This is an optimization exercise on Yosys and OpenROAD, whose aim is small area, a short achievable clock period and few clock cycles, not a production implementation. RTL that was checked went through simulation tests only; none was proved equivalent to the original. For run 1, only the layout was checked, not whether the RTL still works.

## flow/design.v (module list and top-level ports; edited modules follow where they fit)
// module MyDesign: 1922 lines
module MyDesign (
  input  wire        dut_run,
  output reg         dut_busy,
  input  wire        reset_b,
  input  wire        clk,
  output wire        input_sram_write_enable,
  output wire [11:0] input_sram_write_addresss,
  output wire [15:0] input_sram_write_data,
  output reg  [11:0] input_sram_read_address,
  input  wire [15:0] input_sram_read_data,
  output reg         output_sram_write_enable,
  output reg  [11:0] output_sram_write_addresss,
  output reg  [15:0] output_sram_write_data,
  output wire [11:0] output_sram_read_address,
  input  wire [15:0] output_sram_read_data,
  output wire        scratchpad_sram_write_enable,
  output wire [11:0] scratchpad_sram_write_addresss,
  output wire [15:0] scratchpad_sram_write_data,
  output wire [11:0] scratchpad_sram_read_address,
  input  wire [15:0] scratchpad_sram_read_data,
  output wire        weights_sram_write_enable,
  output wire [11:0] weights_sram_write_addresss,
  output wire [15:0] weights_sram_write_data,
  output wire [11:0] weights_sram_read_address,
  input  wire [15:0] weights_sram_read_data
);
  // ...
==> flow/run.sh <==
#!/bin/bash
# synth_recipe.tcl (not shown) runs the flow's synth.tcl, then flattens the netlist and writes it again
# the make line also repeats each setting of config.mk as NAME=value (left out here)
make -C /OpenROAD-flow-scripts/flow DESIGN_CONFIG=/design/flow/config.mk WORK_HOME=/design/flow/orfs CLKGATE_MAP_FILE= SYNTH_SCRIPT=/design/flow/synth_recipe.tcl finish
==> flow/config.mk <==
export PLATFORM = sky130hd
export DESIGN_NAME = MyDesign
export DESIGN_NICKNAME = MyDesign
export VERILOG_FILES = /design/flow/design.v
export SDC_FILE = /design/flow/constraint.sdc
export NUM_CORES = 4
export LEC_CHECK = 0
export CAP_MARGIN = 20
export CORE_MARGIN = 2
export CORE_UTILIZATION = 40
export PLACE_DENSITY = 0.6
export SETUP_SLACK_MARGIN = 5.0
export SLEW_MARGIN = 20
==> flow/constraint.sdc <==
create_clock -name core_clock -period 8.5 [get_ports {clk}]
set_input_delay 1.7000 -clock core_clock [delete_from_list [all_inputs] [get_ports {clk}]]
set_output_delay 1.7000 -clock core_clock [all_outputs]
set_load 0.01 [all_outputs]
==> flow_summary.ini, run 1 <==
[final_layout]
final_common_cell = dfxtp_1
seq_share = 0.333
clkbuf_count = 77
n_all_buffers = 280
area_growth_pct = 17.1
multi_input_area_sq_mm = 0.0193
buf_share = 0.0605

[worst_setup_path]
path_cells = buf_6, a22oi_2, xor2_1, fa_1, fa_1, inv_2, ha_4, a21o_4, a31oi_4, nand2_2, o41a_2, nand4_1, and4_4, a41oi_2
reg2reg_to = vr[6]
cp_slowest_stage_delay_ns = 0.53
critical_path.startpoint_type = register

[die]
ios = 232
fp.dieW_um = 294

[clock_tree]
max-clock-path-buffers = 3
numCtsBuffers = 55
cts.sink_count = 562

[synth]
synth_top_area_frac = 0.223
netlist_area_sq_mm = 0.0336
synth_edf_count = 169
yosys_warnings = 1
synthFlopType = dfxtp_1
synth_top_family_by_area = adder cells

[timing]
tightest_slew_ns = 1.02
finalSetupViolCount = 0
rsz0062_at_grt = yes
fin_setup_tns_ns = 0

[min_path]
min_to = l4

[route]
via_per_inst = 5.13
vias = 21456
met3_length_um = 4170
dr.pass1.iters = 5

[status]
status = no timing/DRC/antenna violations

[global_route]
busiest_layer = met2

[placed_design]
routabilityCongestion = 0.909
==> inputs of run 2 (changes only) <==
--- a/flow/design.v
+++ b/flow/design.v
@@ -179,16 +179,18 @@
     if (a_n) begin
       nreg <= din[6:0];
       endflag <= (din == 16'hFFFF);
     end
     w3m1 <= {1'b0, nreg[6:1]} + nreg - 7'd1;
   end
   reg [11:0] k0, k1, k2, k3, k4, k5, k6, k7, k8;
   reg [11:0] negc;
+  reg [3:0]  nsh, nsl;
+  reg        nsv;
   wire [7:0] wh = weights_sram_read_data[15:8];
   wire [7:0] wl = weights_sram_read_data[7:0];
   wire [11:0] rh, rl;
   genvar gi;
   generate
     for (gi = 0; gi < 4; gi = gi + 1) begin : g_rec
       wire h0 = (gi == 0) ? 1'b0 : wh[(gi == 0) ? 0 : 2 * gi - 1];
       wire l0 = (gi == 0) ? 1'b0 : wl[(gi == 0) ? 0 : 2 * gi - 1];
@@ -210,20 +212,23 @@
         3'd1: begin k0 <= rh; k1 <= rl; end
         3'd2: begin k2 <= rh; k3 <= rl; end
         3'd3: begin k4 <= rh; k5 <= rl; end
         3'd4: begin k6 <= rh; k7 <= rl; end
         3'd5: begin k8 <= rh; end
         default: ;
       endcase
     end
+    nsh <= {wh[7], wh[5], wh[3], wh[1]};
+    nsl <= (wcnt == 3'd5) ? 4'd0 : {wl[7], wl[5], wl[3], wl[1]};
+    nsv <= (sl != S_IDLE) && (wcnt >= 3'd1) && (wcnt <= 3'd5);
     if (sl == S_IDLE) negc <= 12'd1536;
-    else if (wcnt >= 3'd1 && wcnt <= 3'd5)
-      negc <= negc + {5'd0, wh[7], 1'b0, wh[5], 1'b0, wh[3], 1'b0, wh[1]}
-                   + ((wcnt == 3'd5) ? 12'd0 : {5'd0, wl[7], 1'b0, wl[5], 1'b0, wl[3], 1'b0, wl[1]});
+    else if (nsv)
+      negc <= negc + {5'd0, nsh[3], 1'b0, nsh[2], 1'b0, nsh[1], 1'b0, nsh[0]}
+                   + {5'd0, nsl[3], 1'b0, nsl[2], 1'b0, nsl[1], 1'b0, nsl[0]};
   end
   reg [15:0] sr0, sr1, sr2, sr3, sr4, sr5;
   reg [7:0]  sr6;
   always @(posedge clk) begin
     sr0 <= din; sr1 <= sr0; sr2 <= sr1; sr3 <= sr2;
     sr4 <= sr3; sr5 <= sr4; sr6 <= sr5[7:0];
   end
   reg s0o, s2o;
@@ -256,18 +261,82 @@
     end
   end
   always @(posedge clk) begin
     l1 <= l0; l2 <= l1; l3 <= l2; l4 <= l3; l5 <= l4; l6 <= l5; l7 <= l6;
   end
   reg [18:0] cs0_0, cs0_1;
   reg [18:0] cs1_0, cs1_1;
   reg [18:0] cs2_0, cs2_1;
-  reg [7:0] xd1, xd2;    
-  always @(posedge clk) begin xd1 <= xs1[7:0]; xd2 <= xs2[7:0]; end
+  reg [7:0] xd1;    
+  always @(posedge clk) xd1 <= xs1[7:0];
+  wire [7:0] op3_0 = xs2[7:0];
+  wire pp3_0_2_0 = (k8[6] & op3_0[0]) ^ k8[8];
+  wire pp3_0_2_1 = ((k8[6] & op3_0[1]) | (k8[7] & op3_0[0])) ^ k8[8];
+  wire pp3_0_2_2 = ((k8[6] & op3_0[2]) | (k8[7] & op3_0[1])) ^ k8[8];
+  wire pp3_0_2_3 = ((k8[6] & op3_0[3]) | (k8[7] & op3_0[2])) ^ k8[8];
+  wire pp3_0_2_4 = ((k8[6] & op3_0[4]) | (k8[7] & op3_0[3])) ^ k8[8];
+  wire pp3_0_2_5 = ((k8[6] & op3_0[5]) | (k8[7] & op3_0[4])) ^ k8[8];
+  wire pp3_0_2_6 = ((k8[6] & op3_0[6]) | (k8[7] & op3_0[5])) ^ k8[8];
+  wire pp3_0_2_7 = ((k8[6] & op3_0[7]) | (k8[7] & op3_0[6])) ^ k8[8];
+  wire pp3_0_2_8 = ((k8[6] & op3_0[7]) | (k8[7] & op3_0[7])) ^ k8[8];
+  wire pp3_0_2_9 = ~(((k8[6] & op3_0[7]) | (k8[7] & op3_0[7])) ^ k8[8]);
+  wire [7:0] op3_1 = xs2[7:0];
+  wire pp3_1_3_0 = (k8[9] & op3_1[0]) ^ k8[11];
+  wire pp3_1_3_1 = ((k8[9] & op3_1[1]) | (k8[10] & op3_1[0])) ^ k8[11];
+  wire pp3_1_3_2 = ((k8[9] & op3_1[2]) | (k8[10] & op3_1[1])) ^ k8[11];
+  wire pp3_1_3_3 = ((k8[9] & op3_1[3]) | (k8[10] & op3_1[2])) ^ k8[11];
+  wire pp3_1_3_4 = ((k8[9] & op3_1[4]) | (k8[10] & op3_1[3])) ^ k8[11];
+  wire pp3_1_3_5 = ((k8[9] & op3_1[5]) | (k8[10] & op3_1[4])) ^ k8[11];
+  wire pp3_1_3_6 = ((k8[9] & op3_1[6]) | (k8[10] & op3_1[5])) ^ k8[11];
+  wire pp3_1_3_7 = ((k8[9] & op3_1[7]) | (k8[10] & op3_1[6])) ^ k8[11];
+  wire pp3_1_3_8 = ((k8[9] & op3_1[7]) | (k8[10] & op3_1[7])) ^ k8[11];
+  wire pp3_1_3_9 = ~(((k8[9] & op3_1[7]) | (k8[10] & op3_1[7])) ^ k8[11]);
+  reg r_pp3_0_2_0;
+  reg r_pp3_0_2_1;
+  reg r_pp3_0_2_2;
+  reg r_pp3_0_2_3;
+  reg r_pp3_0_2_4;
+  reg r_pp3_0_2_5;
+  reg r_pp3_0_2_6;
+  reg r_pp3_0_2_7;
+  reg r_pp3_0_2_8;
+  reg r_pp3_0_2_9;
+  reg r_pp3_1_3_0;
+  reg r_pp3_1_3_1;
+  reg r_pp3_1_3_2;
+  reg r_pp3_1_3_3;
+  reg r_pp3_1_3_4;
+  reg r_pp3_1_3_5;
+  reg r_pp3_1_3_6;
+  reg r_pp3_1_3_7;
+  reg r_pp3_1_3_8;
+  reg r_pp3_1_3_9;
+  always @(posedge clk) begin
+    r_pp3_0_2_0 <= pp3_0_2_0;
+    r_pp3_0_2_1 <= pp3_0_2_1;
+    r_pp3_0_2_2 <= pp3_0_2_2;
+    r_pp3_0_2_3 <= pp3_0_2_3;
+    r_pp3_0_2_4 <= pp3_0_2_4;
+    r_pp3_0_2_5 <= pp3_0_2_5;
+    r_pp3_0_2_6 <= pp3_0_2_6;
+    r_pp3_0_2_7 <= pp3_0_2_7;
+    r_pp3_0_2_8 <= pp3_0_2_8;
+    r_pp3_0_2_9 <= pp3_0_2_9;
+    r_pp3_1_3_0 <= pp3_1_3_0;
+    r_pp3_1_3_1 <= pp3_1_3_1;
+    r_pp3_1_3_2 <= pp3_1_3_2;
+    r_pp3_1_3_3 <= pp3_1_3_3;
+    r_pp3_1_3_4 <= pp3_1_3_4;
+    r_pp3_1_3_5 <= pp3_1_3_5;
+    r_pp3_1_3_6 <= pp3_1_3_6;
+    r_pp3_1_3_7 <= pp3_1_3_7;
+    r_pp3_1_3_8 <= pp3_1_3_8;
+    r_pp3_1_3_9 <= pp3_1_3_9;
+  end
   wire [7:0] op0_0 = xs0[23:16];
   wire pp0_0_0_0 = (k0[0] & op0_0[0]) ^ k0[2];
   wire pp0_0_0_1 = ((k0[0] & op0_0[1]) | (k0[1] & op0_0[0])) ^ k0[2];
   wire pp0_0_0_2 = ((k0[0] & op0_0[2]) | (k0[1] & op0_0[1])) ^ k0[2];
   wire pp0_0_0_3 = ((k0[0] & op0_0[3]) | (k0[1] & op0_0[2])) ^ k0[2];
   wire pp0_0_0_4 = ((k0[0] & op0_0[4]) | (k0[1] & op0_0[3])) ^ k0[2];
   wire pp0_0_0_5 = ((k0[0] & op0_0[5]) | (k0[1] & op0_0[4])) ^ k0[2];
   wire pp0_0_0_6 = ((k0[0] & op0_0[6]) | (k0[1] & op0_0[5])) ^ k0[2];
@@ -1750,97 +1819,75 @@
   assign cs2_0_d[16] = ~(t2_226);
   assign cs2_1_d[16] = ~(t2_227);
   assign cs2_0_d[17] = ~(t2_228);
   assign cs2_1_d[17] = ~(t2_229);
   assign cs2_0_d[18] = ~(t2_230);
   assign cs2_1_d[18] = ~(~cs1_0[18]);
   assign cs2_1_d[3] = 1'b1;
   always @(posedge clk) begin cs2_0 <= cs2_0_d; cs2_1 <= cs2_1_d; end
-  wire [7:0] op3_0 = xd2;
-  wire pp3_0_2_0 = (k8[6] & op3_0[0]) ^ k8[8];
-  wire pp3_0_2_1 = ((k8[6] & op3_0[1]) | (k8[7] & op3_0[0])) ^ k8[8];
-  wire pp3_0_2_2 = ((k8[6] & op3_0[2]) | (k8[7] & op3_0[1])) ^ k8[8];
-  wire pp3_0_2_3 = ((k8[6] & op3_0[3]) | (k8[7] & op3_0[2])) ^ k8[8];
-  wire pp3_0_2_4 = ((k8[6] & op3_0[4]) | (k8[7] & op3_0[3])) ^ k8[8];
-  wire pp3_0_2_5 = ((k8[6] & op3_0[5]) | (k8[7] & op3_0[4])) ^ k8[8];
-  wire pp3_0_2_6 = ((k8[6] & op3_0[6]) | (k8[7] & op3_0[5])) ^ k8[8];
-  wire pp3_0_2_7 = ((k8[6] & op3_0[7]) | (k8[7] & op3_0[6])) ^ k8[8];
-  wire pp3_0_2_8 = ((k8[6] & op3_0[7]) | (k8[7] & op3_0[7])) ^ k8[8];
-  wire pp3_0_2_9 = ~(((k8[6] & op3_0[7]) | (k8[7] & op3_0[7])) ^ k8[8]);
-  wire [7:0] op3_1 = xd2;
-  wire pp3_1_3_0 = (k8[9] & op3_1[0]) ^ k8[11];
-  wire pp3_1_3_1 = ((k8[9] & op3_1[1]) | (k8[10] & op3_1[0])) ^ k8[11];
-  wire pp3_1_3_2 = ((k8[9] & op3_1[2]) | (k8[10] & op3_1[1])) ^ k8[11];
-  wire pp3_1_3_3 = ((k8[9] & op3_1[3]) | (k8[10] & op3_1[2])) ^ k8[11];
-  wire pp3_1_3_4 = ((k8[9] & op3_1[4]) | (k8[10] & op3_1[3])) ^ k8[11];
-  wire pp3_1_3_5 = ((k8[9] & op3_1[5]) | (k8[10] & op3_1[4])) ^ k8[11];
-  wire pp3_1_3_6 = ((k8[9] & op3_1[6]) | (k8[10] & op3_1[5])) ^ k8[11];
-  wire pp3_1_3_7 = ((k8[9] & op3_1[7]) | (k8[10] & op3_1[6])) ^ k8[11];
-  wire pp3_1_3_8 = ((k8[9] & op3_1[7]) | (k8[10] & op3_1[7])) ^ k8[11];
-  wire pp3_1_3_9 = ~(((k8[9] & op3_1[7]) | (k8[10] & op3_1[7])) ^ k8[11]);
-  wire t3_1_x = ~cs2_0[6] ^ ~cs2_1[6];
-  wire t3_1 = t3_1_x ^ pp3_0_2_2;
-  wire t3_2 = (~cs2_0[6] & ~cs2_1[6]) | (t3_1_x & pp3_0_2_2);
-  wire t3_3_x = ~cs2_0[7] ^ ~cs2_1[7];
-  wire t3_3 = t3_3_x ^ pp3_0_2_3;
-  wire t3_4 = (~cs2_0[7] & ~cs2_1[7]) | (t3_3_x & pp3_0_2_3);
-  wire t3_5_x = ~cs2_0[8] ^ ~cs2_1[8];
-  wire t3_5 = t3_5_x ^ pp3_0_2_4;
-  wire t3_6 = (~cs2_0[8] & ~cs2_1[8]) | (t3_5_x & pp3_0_2_4);
-  wire t3_7_x = ~cs2_0[9] ^ ~cs2_1[9];
-  wire t3_7 = t3_7_x ^ pp3_0_2_5;
-  wire t3_8 = (~cs2_0[9] & ~cs2_1[9]) | (t3_7_x & pp3_0_2_5);
-  wire t3_9_x = ~cs2_0[10] ^ ~cs2_1[10];
-  wire t3_9 = t3_9_x ^ pp3_0_2_6;
-  wire t3_10 = (~cs2_0[10] & ~cs2_1[10]) | (t3_9_x & pp3_0_2_6);
-  wire t3_11_x = ~cs2_0[11] ^ ~cs2_1[11];
-  wire t3_11 = t3_11_x ^ pp3_0_2_7;
-  wire t3_12 = (~cs2_0[11] & ~cs2_1[11]) | (t3_11_x & pp3_0_2_7);
-  wire t3_13_x = ~cs2_0[12] ^ ~cs2_1[12];
-  wire t3_13 = t3_13_x ^ pp3_0_2_8;
-  wire t3_14 = (~cs2_0[12] & ~cs2_1[12]) | (t3_13_x & pp3_0_2_8);
-  wire t3_15_x = ~cs2_0[13] ^ ~cs2_1[13];
-  wire t3_15 = t3_15_x ^ pp3_0_2_9;
-  wire t3_16 = (~cs2_0[13] & ~cs2_1[13]) | (t3_15_x & pp3_0_2_9);
-  wire t3_17_x = ~cs2_0[14] ^ ~cs2_1[14];
-  wire t3_17 = t3_17_x ^ pp3_1_3_8;
-  wire t3_18 = (~cs2_0[14] & ~cs2_1[14]) | (t3_17_x & pp3_1_3_8);
-  wire t3_19_x = ~cs2_0[15] ^ ~cs2_1[15];
-  wire t3_19 = t3_19_x ^ pp3_1_3_9;
-  wire t3_20 = (~cs2_0[15] & ~cs2_1[15]) | (t3_19_x & pp3_1_3_9);
-  wire t3_21_x = ~cs2_0[4] ^ ~cs2_1[4];
-  wire t3_21 = t3_21_x ^ pp3_0_2_0;
-  wire t3_22 = (~cs2_0[4] & ~cs2_1[4]) | (t3_21_x & pp3_0_2_0);
-  wire t3_23_x = ~cs2_0[5] ^ ~cs2_1[5];
-  wire t3_23 = t3_23_x ^ pp3_0_2_1;
-  wire t3_24 = (~cs2_0[5] & ~cs2_1[5]) | (t3_23_x & pp3_0_2_1);
-  wire t3_25 = pp3_1_3_0 ^ t3_1;
-  wire t3_26 = pp3_1_3_0 & t3_1;
-  wire t3_27_x = pp3_1_3_1 ^ t3_2;
+  wire t3_1_x = r_pp3_0_2_2 ^ r_pp3_1_3_0;
+  wire t3_1 = t3_1_x ^ ~cs2_0[6];
+  wire t3_2 = (r_pp3_0_2_2 & r_pp3_1_3_0) | (t3_1_x & ~cs2_0[6]);
+  wire t3_3_x = r_pp3_0_2_3 ^ r_pp3_1_3_1;
+  wire t3_3 = t3_3_x ^ ~cs2_0[7];
+  wire t3_4 = (r_pp3_0_2_3 & r_pp3_1_3_1) | (t3_3_x & ~cs2_0[7]);
+  wire t3_5_x = r_pp3_0_2_4 ^ r_pp3_1_3_2;
+  wire t3_5 = t3_5_x ^ ~cs2_0[8];
+  wire t3_6 = (r_pp3_0_2_4 & r_pp3_1_3_2) | (t3_5_x & ~cs2_0[8]);
+  wire t3_7_x = r_pp3_0_2_5 ^ r_pp3_1_3_3;
+  wire t3_7 = t3_7_x ^ ~cs2_0[9];
+  wire t3_8 = (r_pp3_0_2_5 & r_pp3_1_3_3) | (t3_7_x & ~cs2_0[9]);
+  wire t3_9_x = r_pp3_0_2_6 ^ r_pp3_1_3_4;
+  wire t3_9 = t3_9_x ^ ~cs2_0[10];
+  wire t3_10 = (r_pp3_0_2_6 & r_pp3_1_3_4) | (t3_9_x & ~cs2_0[10]);
+  wire t3_11_x = r_pp3_0_2_7 ^ r_pp3_1_3_5;
+  wire t3_11 = t3_11_x ^ ~cs2_0[11];
+  wire t3_12 = (r_pp3_0_2_7 & r_pp3_1_3_5) | (t3_11_x & ~cs2_0[11]);
+  wire t3_13_x = r_pp3_0_2_8 ^ r_pp3_1_3_6;
+  wire t3_13 = t3_13_x ^ ~cs2_0[12];
+  wire t3_14 = (r_pp3_0_2_8 & r_pp3_1_3_6) | (t3_13_x & ~cs2_0[12]);
+  wire t3_15_x = r_pp3_0_2_9 ^ r_pp3_1_3_7;
+  wire t3_15 = t3_15_x ^ ~cs2_0[13];
+  wire t3_16 = (r_pp3_0_2_9 & r_pp3_1_3_7) | (t3_15_x & ~cs2_0[13]);
+  wire t3_17_x = r_pp3_1_3_8 ^ ~cs2_0[14];
+  wire t3_17 = t3_17_x ^ ~cs2_1[14];
+  wire t3_18 = (r_pp3_1_3_8 & ~cs2_0[14]) | (t3_17_x & ~cs2_1[14]);
+  wire t3_19_x = r_pp3_1_3_9 ^ ~cs2_0[15];
+  wire t3_19 = t3_19_x ^ ~cs2_1[15];
+  wire t3_20 = (r_pp3_1_3_9 & ~cs2_0[15]) | (t3_19_x & ~cs2_1[15]);
+  wire t3_21_x = r_pp3_0_2_0 ^ ~cs2_0[4];
+  wire t3_21 = t3_21_x ^ ~cs2_1[4];
+  wire t3_22 = (r_pp3_0_2_0 & ~cs2_0[4]) | (t3_21_x & ~cs2_1[4]);
+  wire t3_23_x = r_pp3_0_2_1 ^ ~cs2_0[5];
+  wire t3_23 = t3_23_x ^ ~cs2_1[5];
+  wire t3_24 = (r_pp3_0_2_1 & ~cs2_0[5]) | (t3_23_x & ~cs2_1[5]);
+  wire t3_25 = ~cs2_1[6] ^ t3_1;
+  wire t3_26 = ~cs2_1[6] & t3_1;
+  wire t3_27_x = ~cs2_1[7] ^ t3_2;
   wire t3_27 = t3_27_x ^ t3_3;
-  wire t3_28 = (pp3_1_3_1 & t3_2) | (t3_27_x & t3_3);
-  wire t3_29_x = pp3_1_3_2 ^ t3_4;
+  wire t3_28 = (~cs2_1[7] & t3_2) | (t3_27_x & t3_3);
+  wire t3_29_x = ~cs2_1[8] ^ t3_4;
   wire t3_29 = t3_29_x ^ t3_5;
-  wire t3_30 = (pp3_1_3_2 & t3_4) | (t3_29_x & t3_5);
-  wire t3_31_x = pp3_1_3_3 ^ t3_6;
+  wire t3_30 = (~cs2_1[8] & t3_4) | (t3_29_x & t3_5);
+  wire t3_31_x = ~cs2_1[9] ^ t3_6;
   wire t3_31 = t3_31_x ^ t3_7;
-  wire t3_32 = (pp3_1_3_3 & t3_6) | (t3_31_x & t3_7);
-  wire t3_33_x = pp3_1_3_4 ^ t3_8;
+  wire t3_32 = (~cs2_1[9] & t3_6) | (t3_31_x & t3_7);
+  wire t3_33_x = ~cs2_1[10] ^ t3_8;
   wire t3_33 = t3_33_x ^ t3_9;
-  wire t3_34 = (pp3_1_3_4 & t3_8) | (t3_33_x & t3_9);
-  wire t3_35_x = pp3_1_3_5 ^ t3_10;
+  wire t3_34 = (~cs2_1[10] & t3_8) | (t3_33_x & t3_9);
+  wire t3_35_x = ~cs2_1[11] ^ t3_10;
   wire t3_35 = t3_35_x ^ t3_11;
-  wire t3_36 = (pp3_1_3_5 & t3_10) | (t3_35_x & t3_11);
-  wire t3_37_x = pp3_1_3_6 ^ t3_12;
+  wire t3_36 = (~cs2_1[11] & t3_10) | (t3_35_x & t3_11);
+  wire t3_37_x = ~cs2_1[12] ^ t3_12;
   wire t3_37 = t3_37_x ^ t3_13;
-  wire t3_38 = (pp3_1_3_6 & t3_12) | (t3_37_x & t3_13);
-  wire t3_39_x = pp3_1_3_7 ^ t3_14;
+  wire t3_38 = (~cs2_1[12] & t3_12) | (t3_37_x & t3_13);
+  wire t3_39_x = ~cs2_1[13] ^ t3_14;
   wire t3_39 = t3_39_x ^ t3_15;
-  wire t3_40 = (pp3_1_3_7 & t3_14) | (t3_39_x & t3_15);
+  wire t3_40 = (~cs2_1[13] & t3_14) | (t3_39_x & t3_15);
   wire t3_41 = t3_16 ^ t3_17;
   wire t3_42 = t3_16 & t3_17;
   wire t3_43 = t3_18 ^ t3_19;
   wire t3_44 = t3_18 & t3_19;
   wire t3_45_x = ~cs2_0[16] ^ ~cs2_1[16];
   wire t3_45 = t3_45_x ^ t3_20;
   wire t3_46 = (~cs2_0[16] & ~cs2_1[16]) | (t3_45_x & t3_20);
   wire t3_47 = ~cs2_0[17] ^ ~cs2_1[17];
==> run 2 against run 1 <==
- still clean
- clock skew is 0.048 ns higher
- die area is 1.6% higher
- critical path depth is 6 lower
- flip-flop and latch count is 21 higher
- hold slack better by 0.0045 ns
- global-route usage is 0.60 points lower
- via count hardly changed
- critical path type unchanged
- highest routed layer unchanged
==> flow_summary.ini, run 2 <==
[status]
status = no timing/DRC/antenna violations

[global_route]
antenna_found_initial = 5
grt_max_degree = 25
track_usage = 0.191
grt_pass1_vias = 21530
grt_overflow = 0
grt_first_pass_wirelength_um = 127000

[worst_setup_path]
slowest_stage = fa_2
crit_path_end = cs1_1[10]
cp.arrival_ns = 4.08
critPathTopFamily = adder cells
reg2reg_to = cs1_1[10]
rr_startpoint = k3[3]
r2r_setup_slack_ns = 4.91
worst_path_most_repeated_cell = fa_2
r2r_cells = 8
path_cells = buf_4, a22oi_2, xor2_1, fa_1, fa_2, fa_2, fa_2, fa_2
critPathCaptureType = register
crit_required_ns = 9.00
cp_slowest_stage_delay_ns = 0.59
critical_path.startpoint_type = register
cp.depth = 8
worstPathMaxFanout = 6
critPathLaunch = k3[3]
crit_type = reg -> reg
crit_buf_inv = 1

[synth]
netlist_area_sq_mm = 0.0342
synth_cells = 2978
yosys_warnings = 1
synth_cell_types = 61
synth_edf_count = 169
yosys.area.top_type = dfxtp_1
synth_area_per_cell_sq_um = 11.5
synthFlopType = dfxtp_1
synth_seq_cells = 583
synthTopCellsByArea = dfxtp_1 23%, fa_1 20%, edfxtp_1 15%
async_flop_share = 0.0309
ys_seq_area_frac = 0.394
synth_top_area_frac = 0.232
yosysMostFrequentCell = dfxtp_1
yosys-top-cells-count = 396 x dfxtp_1, 342 x fa_1, 317 x inv_1, 275 x xor2_1, 261 x a22oi_1

[route]
detail-route-antenna-nets = 0
vias = 21441
wire_per_inst_um = 19.7
via_per_inst = 4.98
drc = 0
wirelength_um = 84800
dr.pass1.iters = 7
drt_iter0_drc = 1560

[clock_tree]
clkTransAtPathRegs_ns = 0.06
clk_latency_ns = 0.68
cts_tree = built
cts.sink_count = 583
postCtsHoldBufs = 0
h-tree-depth = 2
max-clock-path-buffers = 3
numCtsBuffers = 60
cts_root_buf = clkbuf_16

[die]
rows = 107
fp.dieW_um = 296
core_area_sq_mm = 0.0849
start_util = 0.403
ios = 232
die_h_um = 296
die_area_sq_mm = 0.0878

[timing]
finalCriticalPeriod_ns = 3.59
fin_crit_sh = 0.422
rsz0062_at_grt = yes
clock_skew_ns = 0.0663
fmax_mhz = 279
fin_setup_tns_ns = 0
finalSetupViolCount = 0
slew_headroom = 0.317
tightest_slew_ns = 1.02
timing.final.max_slew_violations = 0
finalHoldViolations = 0

[final_layout]
antenna_cells = 0
final_cell_mix = 339 x dfxtp_1, 307 x inv_1, 280 x fa_1
final_common_cell = dfxtp_1
drive_above_1_share = 0.211
layout.nets = 3608
final_core_util = 0.470
area_growth_pct = 16.7
top_regs = xs0 x24, xs1 x24, xs2 x24
stdcell_area_sq_mm = 0.0399

[placed_design]
routabilityCongestion = 0.893
placed_cell_area_sq_mm = 0.0352
post-dp-hpwl_um = 63300
io_buffers = 77

[min_path]
hold_class = reg -> reg

[flow_run]
cap_violations = 0
run 2: changes by cell type after synthesis, sizes merged, moves of 8 or more:
| cell | delta |
|---|---|
| a21oi | +13 |
| a41oi | -8 |
| clkbuf | +10 |
| dfxtp | +21 |
| inv | +16 |
| o21ai | +12 |
| xnor2 | +18 |
| xor2 | -19 |
run 2: worst min path at each step:
stage,start,to,slack (ns),cells past startpoint
2_1_floorplan,cs1_0[18],cs2_1[18],0.31,0
3_3_place_gp,l6,l7,0.31,0
5_1_grt,sr2[14],sr3[14],0.33,0
3_5_place_dp,l0,l1,0.31,0
4_1_cts,sr2[14],sr3[14],0.32,0
6_report,l3,l4,0.33,0
run 2: repair_timing:
item	CTS	global route
resized for setup	135	172
setup endpoints to repair	53	58
pin swaps	37	97
cloned	0	0
buffers inserted	112	75
run 2: cell families (layout without fill, tap and decap cells):
logic type	Yosys count	after routing	share of synthesized area
AOI/OAI and AO/OA	478	478	0.0950
adders and majority gates	432	432	0.233
other	1	122	0.000110
and+or+nand+nor	334	334	0.0495
muxes	108	108	0.0427
DFF	583	583	0.394
xor gates and xnor gates	392	392	0.100
buffers and inverters	650	712	0.0852
run 2: final cells by class:
class / instances / area, sq um
clock buffers: 80 / 1710
clock inverters: 34 / 472
fillers: 7649 / 45000
inverters: 317 / 1190
multi-input cells: 1866 / 19200
flip-flops and latches: 583 / 13500
well taps: 1144 / 1430
repair buffers: 281 / 2370
run 2: through the flow:
step	hold WS [ns]	std cells	setup WS, ns
floorplan	0.310	3099	5.00
global placement	0.310	4004	4.45
detailed placement	0.312	4004	4.45
CTS	0.323	4230	4.92
global route	0.331	4305	4.83
finish	0.325	4305	4.91
run 2: layer usage:
metal,vias up,GRT usage,part of all wire
li1,9838,-,-
met1,10790,0.260,0.43
met2,656,0.319,0.48
met3,157,0.0213,0.052
met4,0,0.0610,0.032
met5,-,0,0
Testbench counts of run 2, summed over its fixed seeds: cycles 100,730.
==> inputs of run 3 (changes only) <==
--- a/flow/config.mk
+++ b/flow/config.mk
@@ -9,5 +9,7 @@
 export CORE_MARGIN = 2
 export CORE_UTILIZATION = 40
+export CTS_CLUSTER_DIAMETER = 60
+export CTS_CLUSTER_SIZE = 30
 export PLACE_DENSITY = 0.6
-export SETUP_SLACK_MARGIN = 5.0
+export SETUP_SLACK_MARGIN = 4.75
 export SLEW_MARGIN = 20
==> run 3 against run 2 <==
- still clean on timing, DRC and antenna
- critical path depth unchanged
- flip-flop and latch count is the same
- wire length fell by 5.4%
- die area did not move
- sequential share of layout area grew 2.2 points
- setup slack worse by 0.095 ns
- register-to-register slack lost 0.09 ns
- final cell count fell by 4.2%
- core utilization fell by 3.1 points
- clock-buffer cell count is 30 lower
- final area fell by 6.7%
- critical path type unchanged
==> flow_summary.ini, run 3 <==
[status]
status = no timing/DRC/antenna violations

[synth]
synth_cells = 2978
synthFlopType = dfxtp_1
synth_top_area_frac = 0.232
ys_seq_area_frac = 0.394
synthMuxAreaShare = 0.0427
yosys.area_share.adder = 0.233
synthSimpleGateAreaFrac = 0.0495
synthTopCellsByArea = dfxtp_1 23%, fa_1 20%, edfxtp_1 15%
async_flop_share = 0.0309
synth_area_per_cell_sq_um = 11.5
yosys-top-cells-count = 396 x dfxtp_1, 342 x fa_1, 317 x inv_1, 275 x xor2_1, 261 x a22oi_1
yosysMostFrequentCell = dfxtp_1
yosys_warnings = 1
synth_xor_area_frac = 0.100
synth_seq_cells = 583
synth_cell_types = 61
netlist_area_sq_mm = 0.0342
synth_edf_count = 169
yosys.area.top_type = dfxtp_1
synth_compound_area_frac = 0.0950
synth_top_family_by_area = adder cells

[placed_design]
routabilityCongestion = 0.881
io_buffers = 77
placed_cells = 4007
post-dp-hpwl_um = 63100

[flow_run]
cap_violations = 0

[die]
die_h_um = 296
rows = 107
die_area_sq_mm = 0.0878
start_util = 0.403
ios = 232
fp.dieW_um = 296
core_area_sq_mm = 0.0849

[clock_tree]
clkTransAtPathRegs_ns = 0.10
cts_root_buf = clkbuf_16
numCtsBuffers = 42
cts.sink_count = 583
postCtsHoldBufs = 0
clk_latency_ns = 0.65
max-clock-path-buffers = 3
cts_tree = built
h-tree-depth = 2

[timing]
tightest_slew_ns = 1.04
finalCriticalPeriod_ns = 3.68
finalSetupViolCount = 0
finalHoldViolations = 0
fmax_mhz = 272
slew_headroom = 0.306
clock_skew_ns = 0.0658
rsz0062_at_grt = yes
fin_setup_tns_ns = 0
fin_crit_sh = 0.433
timing.final.max_slew_violations = 0

[worst_setup_path]
crit_required_ns = 8.96
cp_slowest_stage_delay_ns = 0.52
cp.arrival_ns = 4.14
reg2reg_to = cs1_0[8]
r2r_setup_slack_ns = 4.82
crit_type = reg -> reg
slowest_stage = edfxtp_1
worstPathMaxFanout = 8
path_cells = buf_4, a22oi_1, xor2_1, fa_1, fa_1, fa_1, fa_1, fa_1
worst_path_most_repeated_cell = fa_1
r2r_cells = 8
critical_path.startpoint_type = register
critPathCaptureType = register
rr_startpoint = k3[1]

[route]
dr.pass1.iters = 5
via_per_inst = 4.92
wire_per_inst_um = 19.4
drc = 0
vias = 20306
wirelength_um = 80200
detail-route-antenna-nets = 0
drt_iter0_drc = 1367

[final_layout]
stdcell_count = 4126
top_regs = xs0 x24, xs1 x24, xs2 x24
layout.nets = 3446
final_cell_mix = 384 x dfxtp_1, 342 x fa_1, 317 x inv_1
drive_above_1_share = 0.0906
area_growth_pct = 8.91
final_common_cell = dfxtp_1

[min_path]
min_to = cs2_1[18]
hold_class = reg -> reg
worstHoldStart = cs1_0[18]
holdPathStages = 0

[global_route]
grt_overflow = 0
grt_first_pass_wirelength_um = 123000
track_usage = 0.185
grt_max_degree = 32
grt_pass1_vias = 20493
antenna_found_initial = 5
-- run 3: cell type report --
type	count	area, sq um
clock buffers	50	1100
diodes	1	2.50
flip-flops and latches	583	13500
inverters	317	1190
well taps	1144	1430
clock inverters	28	402
fillers	7892	47700
multi-input cells	1866	18400
repair buffers	137	1230
-- run 3: worst max path at each step --
stage | slack, ns | to | cells past startpoint | from
after floorplan | 4.97 | cs1_1[9] | 8 | k5[0]
after global placement | 4.42 | k0[7] | 4 | weights_sram_read_data[13]
after detailed placement | 4.43 | k0[7] | 4 | weights_sram_read_data[13]
after CTS | 4.77 | vr[4] | 13 | r_pp3_0_2_8
after global routing | 4.71 | cs1_1[8] | 8 | k3[0]
final | 4.82 | cs1_0[8] | 8 | k3[1]
-- run 3: metrics by stage --
step                instance area [sq um]   util  hold WS, ns  setup slack (ns)
finish                              37200  0.438        0.330              4.82
floorplan                           34600      -        0.310              4.97
CTS                                 36800  0.434        0.335              4.77
detailed placement                  35300  0.416        0.312              4.43
global placement                    35200  0.415        0.310              4.42
global route                        37200  0.438        0.339              4.71
-- run 3: logic make-up after synthesis --
kind of cell,count (synthesis)
AOI/OAI and AO/OA,478
xor gates and xnor gates,392
adders and majority gates,432
buffers and inverters,650
DFF,583
muxes,108
other,1
and+or+nand+nor,334
-- run 3: what timing repair did --
action,in CTS,in global routing
setup buffers,5,35
endpoints found under the setup margin,21,40
resized for setup,10,37
pin swaps,0,3
-- run 3: metal layers --
layer,GRT usage,share of wire,vias to the layer above,routed length [um]
met5,0,0,-,0
met4,0.0441,0.023,0,1830
met3,0.0202,0.044,95,3560
met2,0.310,0.48,531,38900
met1,0.256,0.45,10164,35900
li1,-,-,9516,-
-- run 3: critical path: cells and delay by family (launching register included) --
family | cells | cell delay, ns
fa+ha+maj | 5 | 2.42
xor+xnor | 1 | 0.19
flops | 1 | 0.52
buf+inv | 1 | 0.19
compound gates | 1 | 0.19
==> inputs of run 4 (changes only) <==
--- a/flow/config.mk
+++ b/flow/config.mk
@@ -9,6 +9,6 @@
 export CORE_MARGIN = 2
 export CORE_UTILIZATION = 40
-export CTS_CLUSTER_DIAMETER = 60
-export CTS_CLUSTER_SIZE = 30
+export CTS_CLUSTER_DIAMETER = 50
+export CTS_CLUSTER_SIZE = 40
 export PLACE_DENSITY = 0.6
 export SETUP_SLACK_MARGIN = 4.75
==> run 4 against run 3 <==
- critical path type unchanged
- highest routed layer unchanged
- first-iteration DRC count is 4.3% higher
- wire length rose by 0.26%
- still clean
- die area did not move
==> flow_summary.ini, run 4 <==
[clock_tree]
clk_latency_ns = 0.68
cts_tree = built
numCtsBuffers = 57
h-tree-depth = 2
clkTransAtPathRegs_ns = 0.09
postCtsHoldBufs = 0
cts.sink_count = 583
max-clock-path-buffers = 3
cts_root_buf = clkbuf_16

[worst_setup_path]
rr_startpoint = xs1[18]
critical_path.startpoint_type = register
cp.arrival_ns = 4.13
critPathCaptureType = register
r2r_setup_slack_ns = 4.85
reg2reg_to = cs1_1[9]
r2r_cells = 7
crit_required_ns = 8.98
worstPathMaxFanout = 8
crit_type = reg -> reg

[global_route]
grt_max_degree = 26
antenna_found_initial = 7
grt_first_pass_wirelength_um = 123000
grt_pass1_vias = 20625
grt_overflow = 0
track_usage = 0.185

[timing]
fmax_mhz = 274
slew_headroom = 0.322
finalHoldViolations = 0
setup_ws_ns = 4.85
finalSetupViolCount = 0
rsz0062_at_grt = yes
fin_crit_sh = 0.430
clock_skew_ns = 0.0876
timing.final.max_slew_violations = 0
fin_setup_tns_ns = 0
tightest_slew_ns = 1.01
finalCriticalPeriod_ns = 3.65

[synth]
ys_seq_area_frac = 0.394
synth_seq_cells = 583
yosysMostFrequentCell = dfxtp_1
synth_cells = 2978
yosys.area.top_type = dfxtp_1
synthFlopType = dfxtp_1
synthTopCellsByArea = dfxtp_1 23%, fa_1 20%, edfxtp_1 15%
synth_area_per_cell_sq_um = 11.5
async_flop_share = 0.0309
synth_top_area_frac = 0.232
yosys-top-cells-count = 396 x dfxtp_1, 342 x fa_1, 317 x inv_1, 275 x xor2_1, 261 x a22oi_1
synth_edf_count = 169
netlist_area_sq_mm = 0.0342
synth_cell_types = 61
yosys_warnings = 1

[final_layout]
drive_above_1_share = 0.114
final_common_cell = dfxtp_1
area_growth_pct = 11.7
layout.nets = 3488
stdcell_area_sq_mm = 0.0382
n_fill_cell = 7820
antenna_cells = 0
top_regs = xs0 x24, xs1 x24, xs2 x24
final_cell_mix = 383 x dfxtp_1, 337 x fa_1, 317 x inv_1
final_core_util = 0.450

[route]
met2_length_um = 38400
vias = 20536
via_per_inst = 4.91
drt_iter0_drc = 1426
drc = 0
detail-route-antenna-nets = 0
drt-met1-wl_um = 35300
wire_per_inst_um = 19.2
met3_length_um = 4370
top_layer = met4
dr.pass1.iters = 5
wirelength_um = 80400

[die]
die_h_um = 296
start_util = 0.403
rows = 107
ios = 232
core_area_sq_mm = 0.0849
fp.dieW_um = 296
die_area_sq_mm = 0.0878

[placed_design]
io_buffers = 77
post-dp-hpwl_um = 63100
placed_cell_area_sq_mm = 0.0353
routabilityCongestion = 0.881
pre_cts_ws_ns = 4.43

[min_path]
worstHoldStart = l5
hold_class = reg -> reg
holdPathStages = 0
min_to = l6

[flow_run]
cap_violations = 0

[status]
status = no timing/DRC/antenna violations
run 4: changes by cell type in the layout (fill, tap and decap cells not counted), moves of 3 or more:
| cell | before | now |
|---|---|---|
| buf_4 | 58 | 83 |
| fa_1 | 342 | 337 |
| inv_8 | 2 | 10 |
| clkinvlp_4 | 3 | 0 |
| clkbuf_1 | 7 | 0 |
| a22oi_2 | 0 | 4 |
| inv_12 | 4 | 18 |
| fa_2 | 0 | 5 |
| clkbuf_16 | 43 | 57 |
| a22oi_1 | 261 | 257 |
| o21ai_0 | 98 | 95 |
run 4: cell type report:
cell class | count | area (sq um) | share of cell area
multi-input cells | 1866 | 18400 | 0.483
flip-flops and latches | 583 | 13500 | 0.353
repair buffers | 164 | 1450 | 0.0379
well taps | 1144 | 1430 | 0.0375
clock buffers | 57 | 1430 | 0.0374
inverters | 317 | 1190 | 0.0312
clock inverters | 51 | 790 | 0.0207
run 4: per-layer routing:
layer / track usage / up-vias
li1: - / 9617
met1: 0.253 / 10179
met2: 0.305 / 604
met3: 0.0245 / 136
met4: 0.0549 / 0
met5: 0 / -
run 4: worst max path at each step:
stage | to | cells past startpoint | startpoint
global placement | k0[7] | 4 | weights_sram_read_data[13]
floorplan | cs1_1[9] | 8 | k5[0]
CTS | cs1_1[10] | 9 | k3[0]
global route | vr[4] | 13 | r_pp3_0_2_8
finish | cs1_1[9] | 7 | xs1[18]
detailed placement | k0[7] | 4 | weights_sram_read_data[13]
run 4: critical path, cell delays in order, from the launching register on:
cell,delay (ns)
dfxtp_1,0.58
a22oi_1,0.17
xor2_1,0.19
fa_1,0.62
fa_2,0.47
fa_1,0.46
fa_1,0.49
fa_1,0.47
run 4: repair_timing:
action                                  CTS  global route
endpoints found under the setup margin   20            39
resized for setup                        13            48
pin swaps                                 0             8
cloned                                    0             0
buffers inserted                          5            62
run 4: through the flow:
step / instances / hold slack [ns]
detailed placement: 4007 / 0.312
global placement: 4004 / 0.310
global route: 4182 / 0.333
finish: 4182 / 0.324
floorplan: 3099 / 0.310
CTS: 4120 / 0.326
run 4: cell families (layout without fill, tap and decap cells):
family          after synthesis  in the layout  synth area share
flops                       583            583             0.394
xor+xnor                    392            392             0.100
simple gates                334            334            0.0495
mux                         108            108            0.0427
buf+inv                     650            589            0.0852
fa+ha+maj                   432            432             0.233
compound gates              478            478            0.0950
other cells                   1            122          0.000110
==> inputs of run 5 (changes only) <==
--- a/flow/config.mk
+++ b/flow/config.mk
@@ -9,6 +9,6 @@
 export CORE_MARGIN = 2
 export CORE_UTILIZATION = 40
-export CTS_CLUSTER_DIAMETER = 50
-export CTS_CLUSTER_SIZE = 40
+export CTS_CLUSTER_DIAMETER = 45
+export CTS_CLUSTER_SIZE = 50
 export PLACE_DENSITY = 0.6
 export SETUP_SLACK_MARGIN = 4.75
==> run 5 against run 4 <==
- still clean
- wire length grew 0.44%
- die area unchanged
- register-to-register slack got worse by 0.03 ns
- clock skew down 0.047 ns
- core utilization grew 0.20 points
- critical path type unchanged
- largest cell class unchanged
==> flow_summary.ini, run 5 <==
[final_layout]
stdcell_area_sq_mm = 0.0383
top_regs = xs0 x24, xs1 x24, xs2 x24
layout.nets = 3485
area_growth_pct = 12.2
drive_above_1_share = 0.111
final_cell_mix = 386 x dfxtp_1, 342 x fa_1, 317 x inv_1
multi_input_area_sq_mm = 0.0184
stdcell_count = 4191
final_core_util = 0.452
n_fill_cell = 7799
final_common_cell = dfxtp_1
register_area_sq_mm = 0.0135
antenna_cells = 0

[die]
fp.dieW_um = 296
start_util = 0.403
die_h_um = 296
core_area_sq_mm = 0.0849
ios = 232
die_area_sq_mm = 0.0878
rows = 107

[timing]
clock_skew_ns = 0.0410
hold_ws_ns = 0.320
timing.final.max_slew_violations = 0
finalHoldViolations = 0
slew_headroom = 0.293
rsz0062_at_grt = yes
finalSetupViolCount = 0
setup_ws_ns = 4.82
fin_setup_tns_ns = 0
finalCriticalPeriod_ns = 3.68
tightest_slew_ns = 1.06
fin_crit_sh = 0.433
fmax_mhz = 272

[synth]
netlist_area_sq_mm = 0.0342
synth_seq_cells = 583
yosys-top-cells-count = 396 x dfxtp_1, 342 x fa_1, 317 x inv_1, 275 x xor2_1, 261 x a22oi_1
yosys.area.top_type = dfxtp_1
synth_area_per_cell_sq_um = 11.5
synth_edf_count = 169
synthFlopType = dfxtp_1
synth_cells = 2978
yosysMostFrequentCell = dfxtp_1
ys_seq_area_frac = 0.394
synth_cell_types = 61
synth_top_area_frac = 0.232
async_flop_share = 0.0309
yosys_warnings = 1
synthTopCellsByArea = dfxtp_1 23%, fa_1 20%, edfxtp_1 15%

[placed_design]
placed_cell_area_sq_mm = 0.0353
pre_cts_ws_ns = 4.43
post-dp-hpwl_um = 63100
routabilityCongestion = 0.881
io_buffers = 77
placed_cells = 4007

[route]
drc = 0
detail-route-antenna-nets = 0
dr.pass1.iters = 6
vias = 20606
wire_per_inst_um = 19.3
wirelength_um = 80700
via_per_inst = 4.92
drt_iter0_drc = 1390

[global_route]
grt_overflow = 0
grt_max_degree = 25
track_usage = 0.186
grt_pass1_vias = 20812
grt_first_pass_wirelength_um = 124000
antenna_found_initial = 8

[worst_setup_path]
cp.arrival_ns = 4.16
crit_required_ns = 8.98
worstPathMaxFanout = 7
critPathCaptureType = register
critical_path.startpoint_type = register
crit_type = reg -> reg

[clock_tree]
numCtsBuffers = 73
cts.sink_count = 583
clkTransAtPathRegs_ns = 0.07
max-clock-path-buffers = 3
clk_latency_ns = 0.64
cts_root_buf = clkbuf_16
cts_tree = built
postCtsHoldBufs = 0
h-tree-depth = 3

[min_path]
hold_class = reg -> reg

[flow_run]
cap_violations = 0

[status]
status = no timing/DRC/antenna violations
-- run 5: cell counts after synthesis --
Identical to the previous run, type by type.
-- run 5: cells by family after synthesis --
logic type               after synthesis  synth area share
adder cells (fa/ha/maj)              432             0.233
AO/OA/AOI/OAI                        478            0.0950
flip-flops                           583             0.394
XOR/XNOR                             392             0.100
multiplexers                         108            0.0427
buffers and inverters                650            0.0852
AND/OR/NAND/NOR                      334            0.0495
other                                  1          0.000110
-- run 5: what timing repair did --
action                     4_1_cts  5_1_grt
setup endpoints to repair       17       37
pin swaps                        0        2
setup buffers                    5       43
gates resized for setup          9       36
cloned                           0        0
-- run 5: worst max-delay path, stage by stage, from the launching register on --
cell      delay, ns
edfxtp_1       0.51
buf_4          0.19
a22oi_1        0.19
xor2_1         0.20
fa_1           0.47
fa_1           0.47
fa_1           0.50
fa_1           0.52
fa_1           0.48
-- run 5: cell type report --
| class | count | area share |
|---|---|---|
| clock buffers | 81 | 0.0514 |
| multi-input cells | 1866 | 0.479 |
| inverters | 317 | 0.0310 |
| well taps | 1144 | 0.0373 |
| repair buffers | 145 | 0.0336 |
| clock inverters | 55 | 0.0161 |
| flip-flops and latches | 583 | 0.351 |
-- run 5: path summary, 6_finish.rpt --
| check | from | endpoint | slack, ns | cells after the start |
|---|---|---|---|---|
| hold reg to reg | sr3[15] | sr4[15] | 0.32 | 0 |
| setup / recovery | k3[1] | cs1_1[8] | 4.82 | 8 |
| hold / removal | sr3[15] | sr4[15] | 0.32 | 0 |
| min in group asynchronous | reset_b | i_n | 1.61 | 1 |
| setup reg to reg | k3[1] | cs1_1[8] | 4.82 | 8 |
| max in group asynchronous | reset_b | dut_busy | 6.24 | 1 |
-- run 5: metal layers --
metal | GRT usage | routed length (um) | part of all wire | vias up
met5 | 0 | 0 | 0 | -
met4 | 0.0659 | 2480 | 0.031 | 0
met3 | 0.0262 | 4670 | 0.058 | 142
met2 | 0.303 | 38300 | 0.47 | 627
met1 | 0.254 | 35300 | 0.44 | 10208
li1 | - | - | - | 9629
==> inputs of run 6 (changes only) <==
--- a/flow/config.mk
+++ b/flow/config.mk
@@ -9,6 +9,6 @@
 export CORE_MARGIN = 2
 export CORE_UTILIZATION = 40
-export CTS_CLUSTER_DIAMETER = 45
-export CTS_CLUSTER_SIZE = 50
+export CTS_CLUSTER_DIAMETER = 80
+export CTS_CLUSTER_SIZE = 30
 export PLACE_DENSITY = 0.6
 export SETUP_SLACK_MARGIN = 4.75
==> run 6 against run 5 <==
- highest routed layer unchanged
- register-to-register slack about the same
- still clean on timing, DRC and antenna
- hold slack improved by 0.0087 ns
- core utilization decreased by 1.5 points
- sequential share of layout area increased by 1.2 points
==> flow_summary.ini, run 6 <==
[synth]
synth_edf_count = 169
synth_cells = 2978
synth_area_per_cell_sq_um = 11.5
yosysMostFrequentCell = dfxtp_1
ys_seq_area_frac = 0.394
yosys.area.top_type = dfxtp_1
synthFlopType = dfxtp_1
netlist_area_sq_mm = 0.0342
synth_seq_cells = 583
synth_cell_types = 61
synth_top_area_frac = 0.232
yosys-top-cells-count = 396 x dfxtp_1, 342 x fa_1, 317 x inv_1, 275 x xor2_1, 261 x a22oi_1
async_flop_share = 0.0309
yosys_warnings = 1
synthTopCellsByArea = dfxtp_1 23%, fa_1 20%, edfxtp_1 15%

[final_layout]
final_core_util = 0.437
area_growth_pct = 8.57
final_cell_mix = 385 x dfxtp_1, 342 x fa_1, 317 x inv_1
stdcell_count = 4132
final_common_cell = dfxtp_1
drive_above_1_share = 0.0914
top_regs = xs0 x24, xs1 x24, xs2 x24
layout.nets = 3460
stdcell_area_sq_mm = 0.0371

[die]
die_h_um = 296
fp.dieW_um = 296
core_area_sq_mm = 0.0849
ios = 232
start_util = 0.403
rows = 107
die_area_sq_mm = 0.0878

[placed_design]
placed_cells = 4007
io_buffers = 77
placed_cell_area_sq_mm = 0.0353
post-dp-hpwl_um = 63100
routabilityCongestion = 0.881
pre_cts_ws_ns = 4.43

[worst_setup_path]
crit_type = reg -> reg
crit_required_ns = 8.95
critical_path.startpoint_type = register
critPathCaptureType = register
cp.arrival_ns = 4.14
worstPathMaxFanout = 7

[clock_tree]
h-tree-depth = 2
cts_tree = built
numCtsBuffers = 34
postCtsHoldBufs = 0
clkTransAtPathRegs_ns = 0.10
clk_latency_ns = 0.61
cts.sink_count = 583
cts_root_buf = clkbuf_16
max-clock-path-buffers = 3

[timing]
clock_skew_ns = 0.0543
fmax_mhz = 271
tightest_slew_ns = 1.07
finalCriticalPeriod_ns = 3.69
setup_ws_ns = 4.81
fin_setup_tns_ns = 0
rsz0062_at_grt = yes
finalSetupViolCount = 0
fin_crit_sh = 0.434
hold_ws_ns = 0.329
timing.final.max_slew_violations = 0
finalHoldViolations = 0
slew_headroom = 0.289

[global_route]
grt_first_pass_wirelength_um = 122000
grt_pass1_vias = 20312
grt_overflow = 0
antenna_found_initial = 6
track_usage = 0.183
grt_max_degree = 32

[route]
via_per_inst = 4.91
dr.pass1.iters = 6
drt_iter0_drc = 1468
drc = 0
vias = 20268
wire_per_inst_um = 19.3
wirelength_um = 79800
detail-route-antenna-nets = 0

[flow_run]
cap_violations = 0

[min_path]
hold_class = reg -> reg

[status]
status = no timing/DRC/antenna violations
==> run 6: final timing paths <==
check,start,end,slack [ns],cells past startpoint
min,cs1_0[18],cs2_1[18],0.33,0
min reg2reg,cs1_0[18],cs2_1[18],0.33,0
max reg2reg,k3[1],cs1_1[8],4.81,8
max in group asynchronous,reset_b,dut_busy,6.23,1
max,k3[1],cs1_1[8],4.81,8
min in group asynchronous,reset_b,sl[3],1.61,1
==> run 6: critical path: stages (launching register included) <==
cell and delay (ns):
edfxtp_1 0.51, buf_4 0.19, a22oi_1 0.19, xor2_1 0.19, fa_1 0.47, fa_1 0.47
fa_1 0.50, fa_1 0.52, fa_1 0.49
==> run 6: cell type report <==
class	count	area (sq um)
antenna	1	2.50
clock buffer	41	887
clock inverter	21	354
fill	7936	47800
inverter	317	1190
multi-input combinational	1866	18400
sequential	583	13500
tap	1144	1430
timing repair buffer	159	1400
==> run 6: per-layer routing <==
layer  track usage  wire [um]  vias to the layer above
li1              -          -                     9530
met1         0.256      35500                    10077
met2         0.306      38600                      564
met3        0.0197       3890                       97
met4        0.0440       1750                        0
met5             0          0                        -
==> run 6: cells by family (layout without fill, tap and decap cells) <==
kind of cell / count (synthesis) / after routing / synth area share
compound gates: 478 / 478 / 0.0950
xor+xnor: 392 / 392 / 0.100
fa+ha+maj: 432 / 432 / 0.233
buf+inv: 650 / 538 / 0.0852
flops: 583 / 583 / 0.394
mux: 108 / 108 / 0.0427
other cells: 1 / 123 / 0.000110
simple gates: 334 / 334 / 0.0495
==> run 6: timing repair <==
action | CTS | global route
setup endpoints to repair | 19 | 39
gates resized for setup | 8 | 35
pin swaps | 0 | 3
gates cloned | 0 | 0
buffers inserted | 5 | 57
==> inputs of run 7 (changes only) <==
--- a/flow/config.mk
+++ b/flow/config.mk
@@ -9,6 +9,4 @@
 export CORE_MARGIN = 2
 export CORE_UTILIZATION = 40
-export CTS_CLUSTER_DIAMETER = 80
-export CTS_CLUSTER_SIZE = 30
 export PLACE_DENSITY = 0.6
 export SETUP_SLACK_MARGIN = 4.75
==> run 7 against run 6 <==
- flip-flop and latch count did not move
- hold slack worse by 0.0062 ns
- core utilization is 0.89 points higher
- final cell count is 0.97% higher
- via count is 0.76% higher
- synthesized area stayed put
- critical endpoint is now cs1_0[8]
- critical path depth stayed put
- wire length rose by 0.98%
- largest cell class unchanged
- sequential share of layout area shrank 0.72 points
==> flow_summary.ini, run 7 <==
[status]
status = no timing/DRC/antenna violations

[final_layout]
final_common_cell = dfxtp_1
final_cell_mix = 384 x dfxtp_1, 341 x fa_1, 317 x inv_1
layout.nets = 3472
drive_above_1_share = 0.101
top_regs = xs0 x24, xs1 x24, xs2 x24
area_growth_pct = 10.8

[synth]
synthTopCellsByArea = dfxtp_1 23%, fa_1 20%, edfxtp_1 15%
yosysMostFrequentCell = dfxtp_1
synth_edf_count = 169
synthFlopType = dfxtp_1
yosys_warnings = 1
ys_seq_area_frac = 0.394
async_flop_share = 0.0309
synth_top_area_frac = 0.232
synth_area_per_cell_sq_um = 11.5
synth_seq_cells = 583
synth_cell_types = 61
yosys-top-cells-count = 396 x dfxtp_1, 342 x fa_1, 317 x inv_1, 275 x xor2_1, 261 x a22oi_1
synth_cells = 2978
yosys.area.top_type = dfxtp_1
netlist_area_sq_mm = 0.0342

[die]
die_h_um = 296
start_util = 0.403
rows = 107
core_area_sq_mm = 0.0849
ios = 232
fp.dieW_um = 296
die_area_sq_mm = 0.0878

[timing]
timing.final.max_slew_violations = 0
slew_headroom = 0.273
finalSetupViolCount = 0
tightest_slew_ns = 1.09
finalHoldViolations = 0
rsz0062_at_grt = no
fmax_mhz = 272
finalCriticalPeriod_ns = 3.67
fin_crit_sh = 0.432
fin_setup_tns_ns = 0
clock_skew_ns = 0.0650

[global_route]
grt_overflow = 0
grt_max_degree = 25
antenna_found_initial = 6
grt_first_pass_wirelength_um = 123000
track_usage = 0.185
grt_pass1_vias = 20666

[clock_tree]
cts_tree = built
cts.sink_count = 583
h-tree-depth = 2
numCtsBuffers = 61
max-clock-path-buffers = 3
cts_root_buf = clkbuf_16
clk_latency_ns = 0.67
clkTransAtPathRegs_ns = 0.06

[worst_setup_path]
worstPathMaxFanout = 7
crit_type = reg -> reg
r2r_setup_slack_ns = 4.83
critPathLaunch = k3[1]
crit_path_end = cs1_0[8]
critPathCaptureType = register
critical_path.startpoint_type = register
rr_startpoint = k3[1]
reg2reg_to = cs1_0[8]
crit_required_ns = 8.98
r2r_cells = 8
cp.arrival_ns = 4.15

[route]
wire_per_inst_um = 19.3
dr.pass1.iters = 5
drc = 0
detail-route-antenna-nets = 0
wirelength_um = 80500
drt_iter0_drc = 1567
via_per_inst = 4.90
vias = 20423

[flow_run]
cap_violations = 0

[min_path]
hold_class = reg -> reg

[placed_design]
post-dp-hpwl_um = 63100
routabilityCongestion = 0.881
io_buffers = 77
## run 7: cell counts after synthesis
No cell type changed its count.
## run 7: final cells by class
cell class	count	area (sq um)
well taps	1144	1430
diodes	2	5.00
clock buffers	84	1750
repair buffers	144	1280
clock inverters	32	345
multi-input cells	1866	18400
inverters	317	1190
fillers	7848	47000
flip-flops and latches	583	13500
## run 7: how the worst min path moves through the flow
stage          slack (ns)  cells after the start         to  startpoint
6_report             0.32                      0     sr1[4]      sr0[4]
5_1_grt              0.33                      0     sr4[6]      sr3[6]
4_1_cts              0.33                      0     sr1[2]      sr0[2]
3_5_place_dp         0.31                      0         l1          l0
3_3_place_gp         0.31                      0         l7          l6
2_1_floorplan        0.31                      0  cs2_1[18]   cs1_0[18]
## run 7: layer usage
layer / track usage / wire [um] / up-vias
li1: - / - / 9581
met1: 0.256 / 35800 / 10121
met2: 0.302 / 38200 / 596
met3: 0.0217 / 4010 / 125
met4: 0.0632 / 2510 / 0
met5: 0 / 0 / -
## run 7: cell families after synthesis
family / share of synthesized area
flops: 0.394
fa+ha+maj: 0.233
other cells: 0.000110
simple gates: 0.0495
mux: 0.0427
xor+xnor: 0.100
compound gates: 0.0950
buf+inv: 0.0852
## run 7: worst max-delay path, stage by stage (launching register included)
cell and delay [ns]:
edfxtp_1 0.50, buf_4 0.19, a22oi_1 0.19, xor2_1 0.19, fa_1 0.48, fa_1 0.42
fa_1 0.51, fa_1 0.55, fa_1 0.47
## run 7: timing repair
| action | in CTS | in global routing |
|---|---|---|
| pin swaps | 0 | 1 |
| endpoints found under the setup margin | 19 | 38 |
| buffers inserted | 5 | 42 |
| gates resized for setup | 10 | 34 |
| hold buffers | 0 | 0 |
| cloned | 0 | 0 |
## run 7: metrics by stage
stage / area [sq um] / setup slack (ns) / utilization / cells / hold WS, ns
after floorplan: 34600 / 4.97 / - / 3099 / 0.310
after global routing: 37800 / 4.72 / 0.446 / 4170 / 0.330
after global placement: 35200 / 4.42 / 0.415 / 4004 / 0.310
final: 37800 / 4.83 / 0.446 / 4172 / 0.323
after CTS: 37400 / 4.77 / 0.441 / 4128 / 0.325
after detailed placement: 35300 / 4.43 / 0.416 / 4007 / 0.312
==> inputs of run 8 (changes only) <==
--- a/flow/config.mk
+++ b/flow/config.mk
@@ -9,4 +9,6 @@
 export CORE_MARGIN = 2
 export CORE_UTILIZATION = 40
+export CTS_CLUSTER_DIAMETER = 70
+export CTS_CLUSTER_SIZE = 35
 export PLACE_DENSITY = 0.6
 export SETUP_SLACK_MARGIN = 4.75
==> run 8 against run 7 <==
- still clean on timing, DRC and antenna
- sequential share of layout area rose by 0.40 points
- critical path depth is the same
- non-clock buffer count rose by 15
- clock-buffer cell count is 43 lower
- via count down 0.39%
- global-route usage down 0.17 points
- clock skew up 0.0040 ns
- flip-flop and latch count did not move
- first-iteration DRC count decreased by 11%
- final area down 1.1%
- critical path type unchanged
- largest cell class unchanged
==> flow_summary.ini, run 8 <==
[route]
wire_per_inst_um = 19.3
detail-route-antenna-nets = 0
dr.pass1.iters = 5
via_per_inst = 4.91
wirelength_um = 79900
drt_iter0_drc = 1399
drc = 0
vias = 20344

[synth]
synthTopCellsByArea = dfxtp_1 23%, fa_1 20%, edfxtp_1 15%
netlist_area_sq_mm = 0.0342
yosys.area.top_type = dfxtp_1
yosys-top-cells-count = 396 x dfxtp_1, 342 x fa_1, 317 x inv_1, 275 x xor2_1, 261 x a22oi_1
synth_cell_types = 61
yosys_warnings = 1
synth_top_area_frac = 0.232
synth_cells = 2978
synth_edf_count = 169
ys_seq_area_frac = 0.394
synth_seq_cells = 583
synthFlopType = dfxtp_1
yosysMostFrequentCell = dfxtp_1
synth_area_per_cell_sq_um = 11.5
async_flop_share = 0.0309

[timing]
rsz0062_at_grt = yes
timing.final.max_slew_violations = 0
clock_skew_ns = 0.0690
fin_setup_tns_ns = 0
fin_crit_sh = 0.432
fmax_mhz = 272
setup_ws_ns = 4.83
finalCriticalPeriod_ns = 3.67
hold_ws_ns = 0.327
finalHoldViolations = 0
tightest_slew_ns = 1.04
slew_headroom = 0.307
finalSetupViolCount = 0

[status]
status = no timing/DRC/antenna violations

[final_layout]
top_regs = xs0 x24, xs1 x24, xs2 x24
drive_above_1_share = 0.0975
register_area_sq_mm = 0.0135
n_fill_cell = 7876
stdcell_area_sq_mm = 0.0374
final_cell_mix = 383 x dfxtp_1, 340 x fa_1, 317 x inv_1
layout.nets = 3464
stdcell_count = 4140
area_growth_pct = 9.56
multi_input_area_sq_mm = 0.0184
final_core_util = 0.441
final_common_cell = dfxtp_1

[die]
die_h_um = 296
ios = 232
die_area_sq_mm = 0.0878
rows = 107
core_area_sq_mm = 0.0849
fp.dieW_um = 296
start_util = 0.403

[global_route]
grt_pass1_vias = 20272
antenna_found_initial = 6
grt_first_pass_wirelength_um = 122000
grt_max_degree = 37
track_usage = 0.183
grt_overflow = 0

[clock_tree]
cts_tree = built
h-tree-depth = 2
cts.sink_count = 583
clkTransAtPathRegs_ns = 0.12
cts_root_buf = clkbuf_16
clk_latency_ns = 0.63
postCtsHoldBufs = 0
max-clock-path-buffers = 3
numCtsBuffers = 38

[worst_setup_path]
critical_path.startpoint_type = register
cp.arrival_ns = 4.12
crit_type = reg -> reg
worstPathMaxFanout = 5
crit_required_ns = 8.95
critPathCaptureType = register

[placed_design]
placed_cells = 4007
routabilityCongestion = 0.881
pre_cts_ws_ns = 4.43
io_buffers = 77
placed_cell_area_sq_mm = 0.0353
post-dp-hpwl_um = 63100

[min_path]
hold_class = reg -> reg

[flow_run]
cap_violations = 0
run 8: critical path, cell delays in order, from the launching register on:
cell and delay [ns]:
edfxtp_1 0.47, buf_4 0.19, a22oi_1 0.18, xor2_1 0.20, fa_1 0.47, fa_1 0.47
fa_1 0.50, fa_1 0.52, fa_1 0.48
run 8: cells by family (layout without fill, tap and decap cells):
logic type	after synthesis	in the layout	synth area share
simple gates	334	334	0.0495
xor+xnor	392	392	0.100
mux	108	108	0.0427
compound gates	478	478	0.0950
flops	583	583	0.394
buf+inv	650	546	0.0852
fa+ha+maj	432	432	0.233
other cells	1	123	0.000110
run 8: per-layer routing:
| layer | track usage | wire length [um] | up-vias |
|---|---|---|---|
| li1 | - | - | 9536 |
| met1 | 0.254 | 35500 | 10126 |
| met5 | 0 | 0 | - |
| met3 | 0.0239 | 3940 | 113 |
| met4 | 0.0474 | 2090 | 0 |
| met2 | 0.304 | 38300 | 569 |
run 8: worst paths after layout:
check,from,endpoint,slack [ns],depth (start not counted)
min in group asynchronous,reset_b,p1,1.59,1
min,l0,l1,0.33,0
max,k3[0],cs1_1[8],4.83,8
max reg2reg,k3[0],cs1_1[8],4.83,8
min reg2reg,l0,l1,0.33,0
max in group asynchronous,reset_b,dut_busy,6.28,1
run 8: cell type report:
cell class | count | area share
Multi-Input combinational cell | 1866 | 0.491
Sequential cell | 583 | 0.360
Tap cell | 1144 | 0.0382
Timing Repair Buffer | 159 | 0.0377
Inverter | 317 | 0.0318
Clock buffer | 41 | 0.0260
Clock inverter | 29 | 0.0153
Antenna cell | 1 | 0.0000668
run 8: what timing repair did:
action                     4_1_cts  5_1_grt
pin swaps                        0        6
resized for setup                9       43
buffers inserted                 7       55
setup endpoints to repair       20       40

==> separate check: timing with driven ports <==
The flow's constraints put no driver on any port. The routed layouts listed below were extracted and timed again, unchanged, in two steps. Step 1 sets driving cells, clkbuf_16 on the clock port and buf_2 on the other inputs (assumed; they add their load-dependent delay and slew). Step 2 moves the port delays by t, midway between the first and last clock arrival at a register: inputs arrive t later, outputs are due t later. That takes back most of the time a late clock gives input paths. Three values: ideal ports, drivers, drivers and shift; two values: the first two.
run | t, ns | setup slack, ns | clock arrival spread, ns | worst data-port slew with drivers (ns) | pins driven straight from the clock port
run 1 | 0.684 | 4.572 / 4.572 / 4.416 | 0.019 / 0.019 | 0.03 | 1
run 2 | 0.716 | 4.913 / 4.913 / 4.564 | 0.067 / 0.067 | 0.05 | 1
run 3 | 0.679 | 4.818 / 4.818 / 4.361 | 0.066 / 0.066 | 0.05 | 1
run 4 | 0.703 | 4.848 / 4.848 / 4.387 | 0.088 / 0.088 | 0.05 | 1
run 5 | 0.684 | 4.819 / 4.819 / 4.321 | 0.042 / 0.041 | 0.05 | 1
run 6 | 0.654 | 4.811 / 4.811 / 4.331 | 0.056 / 0.056 | 0.05 | 1
run 7 | 0.707 | 4.828 / 4.828 / 4.318 | 0.066 / 0.066 | 0.05 | 1
run 8 | 0.662 | 4.829 / 4.829 / 4.304 | 0.070 / 0.070 | 0.05 | 1
After both steps setup and hold are still met in every run listed. The setup slack of run 8, which loses most, moves by 0.000 ns with the drivers and by -0.525 ns with both steps.
